From an optimization exercise on the open Yosys and OpenROAD flow, aimed at small area, a short achievable clock period and few clock cycles; shortcuts taken in it are not production practice. RTL that was checked went through simulation tests only; none was proved equivalent to the original.

==> 06-13 <==
// geofence
module geofence (clk, reset, X, Y, valid, is_inside);
input clk;
input reset;
input [9:0] X;
input [9:0] Y;
output reg valid;
output reg is_inside;
reg [3:0] ph;
reg [9:0] rx, ry;                  
reg vxs, vys;                      
reg [9:0] vxm, vym;                
reg axs, ays, bxs, bys;            
reg [9:0] axm, aym, bxm, bym;
reg deg;                           
reg ins;                           
wire [10:0] dx = {1'b0, X} - {1'b0, rx};
wire [10:0] dy = {1'b0, Y} - {1'b0, ry};
wire [9:0] dxm = (dx[9:0] ^ {10{dx[10]}}) + {9'd0, dx[10]};
wire [9:0] dym = (dy[9:0] ^ {10{dy[10]}}) + {9'd0, dy[10]};
wire vxz = ~|vxm;
wire vyz = ~|vym;
wire vz = vxz & vyz;               
wire a1 = axs ^ vys, a2 = ays ^ vxs;
wire b1 = bxs ^ vys, b2 = bys ^ vxs;
wire az = (~|axm | vyz) & (~|aym | vxz);
wire bz = (~|bxm | vyz) & (~|bym | vxz);
wire ca = ~a1;
wire ua_1 = ~(axm[0] & vym[0]);
wire ua_2 = ~(aym[0] & vxm[0]);
wire ua_3 = ~(axm[0] & vym[1]);
wire ua_4 = ~(aym[0] & vxm[1]);
wire ua_5 = ~(axm[0] & vym[2]);
wire ua_6 = ~(aym[0] & vxm[2]);
  ...
Settings: LEC_CHECK=0, CAP_MARGIN=20, CORE_MARGIN=2, CORE_UTILIZATION=60, SETUP_SLACK_MARGIN=5, SLEW_MARGIN=20, SYNTH_HIERARCHICAL=1, SYNTH_MINIMUM_KEEP_SIZE=0, TNS_END_PERCENT=0; clock period 10.0 ns.
run.sh (not shown) runs the stock make flow with config.mk's settings and CLKGATE_MAP_FILE= SYNTH_SCRIPT=/design/flow/synth_recipe.tcl, a recipe that flattens the netlist after the stock synthesis.
==> inputs of 05-17, as changes to 06-13 <==
--- a/flow/design.v
+++ b/flow/design.v
@@ -1445,21 +1445,34 @@
 wire ub_x = 1'b1 ^ 1'b0;
 wire a_le0 = (a1 == a2) ? ua_x ^ a1 : a1 | az;
 wire a_le1 = (a1 == a2) ? ~(ua_x ^ a1) : a1 | az;
 wire b_ge0 = (b1 == b2) ? ~(ub_x ^ b1) : ~b1 | bz;
 wire b_ge1 = (b1 == b2) ? ub_x ^ b1 : ~b1 | bz;
 wire a_le, b_ge;
 geofence_mux ma (.s(ua_g), .a(a_le0), .b(a_le1), .y(a_le));  
 geofence_mux mb (.s(ub_g), .a(b_ge0), .b(b_ge1), .y(b_ge));  
+wire [21:0] v_q = {vxs, vys, vxm, vym};
+wire [21:0] a_q = {axs, ays, axm, aym};
+wire [21:0] b_q = {bxs, bys, bxm, bym};
 wire opp = (axs ^ vxs) | (ays ^ vys);
 wire hit = vz | (a_le & b_ge & (~deg | opp));
 wire new_a = a_le & ~b_ge;
 wire new_b = ~a_le & b_ge;
 wire first = (ph == 4'd2);
+wire ld_a = first | new_a;
+wire ld_b = first | new_b;
+wire [21:0] a_nx, b_nx;
+genvar gi;
+generate
+    for (gi = 0; gi < 22; gi = gi + 1) begin : ldm
+        geofence_mux mxa (.s(ld_a), .a(a_q[gi]), .b(v_q[gi]), .y(a_nx[gi]));
+        geofence_mux mxb (.s(ld_b), .a(b_q[gi]), .b(v_q[gi]), .y(b_nx[gi]));
+    end
+endgenerate
 wire ins_nx = first ? vz : (ins | hit);
 always @(posedge clk or posedge reset) begin
     if (reset) begin
         ph <= 4'd0;
         valid <= 1'b0;
     end else begin
         valid <= (ph == 4'd7);
         ph <= (ph == 4'd8) ? 4'd0 : ph + 4'd1;
@@ -1469,22 +1482,18 @@
     if (ph == 4'd0) begin
         rx <= X;
         ry <= Y;
     end
     vxs <= dx[10];
     vys <= dy[10];
     vxm <= dxm;
     vym <= dym;
-    if (first | new_a) begin
-        axs <= vxs; ays <= vys; axm <= vxm; aym <= vym;
-    end
-    if (first | new_b) begin
-        bxs <= vxs; bys <= vys; bxm <= vxm; bym <= vym;
-    end
+    {axs, ays, axm, aym} <= a_nx;
+    {bxs, bys, bxm, bym} <= b_nx;
     deg <= first | (deg & ~new_a & ~new_b);
     ins <= ins_nx;
     if (ph == 4'd7)
         is_inside <= ins_nx;
 end
 endmodule
 module geofence_aoi (gh, ph, gl, y);
 input gh, ph, gl;
==> comparison table <==
quantity	05-17	06-13
Run status	timing/DRC/antenna clean	timing/DRC/antenna clean
Summed instance area of the synthesized netlist	14,700 um^2	14,500 um^2
Share of cell area taken by flip-flops and latches	0.137	0.159
Worst endpoint required time	10.25 ns	10.04 ns
Overall die area	25,800 um^2	25,400 um^2
Count of antenna diodes in the layout	1	0
Final weighted congestion in routability-driven placement	0.866	0.864
Gate count of the mapped netlist	1,523	1,479
Final setup slack of the worst path	4.30 ns	4.37 ns
Number of fill cells in the layout	1,873	1,842
Multi-input gates	1,192	1,146
Crit path max fanout	6	11
Post-synthesis share of cell area spent on xor and xnor gates	0.0220	0.0223
DR WL/cell	20.7 um	19.5 um
No run of this note included a check of the RTL's function; only the layout flow was run.

---

==> 04-16 <==
Another version of the RTL of geofence (not shown whole).
export LEC_CHECK = 0
export CAP_MARGIN = 20
export CORE_MARGIN = 2
export CORE_UTILIZATION = 55
export SETUP_SLACK_MARGIN = 5
export SLEW_MARGIN = 20
export SYNTH_HIERARCHICAL = 1
export SYNTH_MINIMUM_KEEP_SIZE = 0
export TNS_END_PERCENT = 0
create_clock -name core_clock -period 10.0 [get_ports {clk}]
==> 01-10: changes against 04-16 <==
--- a/flow/design.v
+++ b/flow/design.v
@@ -1,24 +1,23 @@
 module geofence (clk, reset, X, Y, valid, is_inside);
 input clk;
 input reset;
 input [9:0] X;
 input [9:0] Y;
 output reg valid;
-output is_inside;
+output reg is_inside;
 reg [3:0] ph;
 reg [9:0] rx, ry;                  
 reg vxs, vys;                      
 reg [9:0] vxm, nvym;               
 reg [11:0] v3xm, nv3ym;            
 reg axs, ays, bxs, bys;            
 reg [9:0] axm, aym, bxm, bym;
 reg deg;                           
 reg ins;                           
-assign is_inside = ins;            
 wire [10:0] dx = {1'b0, X} - {1'b0, rx};
 wire [10:0] dy = {1'b0, Y} - {1'b0, ry};
 wire [9:0] tx = dx[9:0] ^ {10{dx[10]}};
 wire [9:0] ty = dy[9:0] ^ {10{dy[10]}};
 wire [9:0] dxm = tx + {9'd0, dx[10]};
 wire [9:0] dym = ty + {9'd0, dy[10]};
 wire [11:0] d3xm = {2'b00, tx} + {1'b0, tx, 1'b0} + {10'd0, dx[10], dx[10]};
@@ -1188,14 +1187,16 @@
         axs <= vxs; ays <= vys; axm <= vxm; aym <= ~nvym;
     end
     if (first | new_b) begin
         bxs <= vxs; bys <= vys; bxm <= vxm; bym <= ~nvym;
     end
     deg <= first | (deg & ~new_a & ~new_b);
     ins <= ins_nx;
+    if (ph == 4'd7)
+        is_inside <= ins_nx;
 end
 endmodule
 module geofence_aoi (gh, ph, gl, y);
 input gh, ph, gl;
 output y;
 assign y = ~(gh | (ph & gl));
 endmodule
==> flow/config.mk (replaced) <==
export PLATFORM = sky130hd
export DESIGN_NAME = geofence
export DESIGN_NICKNAME = geofence
export VERILOG_FILES = /design/flow/design.v
export SDC_FILE = /design/flow/constraint.sdc
export NUM_CORES = 4
export LEC_CHECK = 0
export CAP_MARGIN = 20
export CORE_MARGIN = 2
export CORE_UTILIZATION = 40
export SETUP_SLACK_MARGIN = 5
export SLEW_MARGIN = 20
export SYNTH_HIERARCHICAL = 1
export SYNTH_MINIMUM_KEEP_SIZE = 0
export TNS_END_PERCENT = 0
==> qor summary <==
Num sequential: 04-16 115; 01-10 116
Post-route cell area: 04-16 15,800 sq um; 01-10 16,000 sq um
Async set-or-reset flop fraction in the synthesized netlist: 04-16 4.35%; 01-10 4.31%
Iter 0 DRT Violations: 04-16 2,926; 01-10 2,710
Final HPWL from detailed placement: 04-16 31,600 um; 01-10 31,800 um
Post-synthesis adder-cell area fraction: 04-16 35.0%; 01-10 35.0%
Minimum setup slack after placement: 04-16 3.86 ns; 01-10 3.80 ns
Clock period minus final worst setup slack: 04-16 5.42 ns; 01-10 5.51 ns
Worst setup path endpoint: 04-16 bym[4]$_DFFE_PP_; 01-10 axm[2]$_DFFE_PP_
Final standard cell count with taps included and fillers excluded: 04-16 1,727; 01-10 1,827
Vias/cell: 04-16 7.09; 01-10 6.62
Share of cell area taken by flip-flops and latches: 04-16 18.8%; 01-10 18.9%
Total area of multi-input combinational cells: 04-16 10,900 sq um; 01-10 10,900 sq um
Layout buffer count excluding clock buffers: 04-16 69; 01-10 54
Number of antenna violations at the first check in global routing: 04-16 0; 01-10 2
Total die area: 04-16 26,500 sq um; 01-10 36,100 sq um
Die Span Y: 04-16 163 um; 01-10 190 um
Status: 04-16 timing/DRC/antenna clean; 01-10 timing/DRC/antenna clean
Area taken by flip-flops and latches: 04-16 2980 sq um; 01-10 3010 sq um
Testbench counts of 01-10, summed over its fixed seeds: cycles 21,600.
No functional check of the RTL was part of 04-16.

[re-timing with driven ports]
Ports are ideal in the flow. The routed layouts listed here were re-timed in OpenROAD. Step 1 sets driving cells, clkbuf_16 on the clock port and buf_2 on the other inputs (assumed; they add their load-dependent delay and slew). Step 2 adds t to the input delays and takes it off the output delays; t is the mean of the earliest and latest rising clock arrival at the registers after step 1. Input paths then give back, and output paths get back, about the clock's delay inside the block. Three values: ideal, step 1, step 2; two values: the first two.
run	t (ns)	setup slack, ns	worst register clock-pin slew, ns
06-13	0.405	4.369 / 4.369 / 4.315	0.08 / 0.08
05-17	0.411	4.301 / 4.301 / 4.224	0.08 / 0.08
04-16	0.466	4.585 / 4.585 / 4.254	0.06 / 0.06
01-10	0.460	4.487 / 4.487 / 4.161	0.07 / 0.07
After both steps every run listed still meets setup and hold. The setup slack of 04-16, which loses most, moves by 0.000 ns with the drivers and by -0.331 ns with both steps.
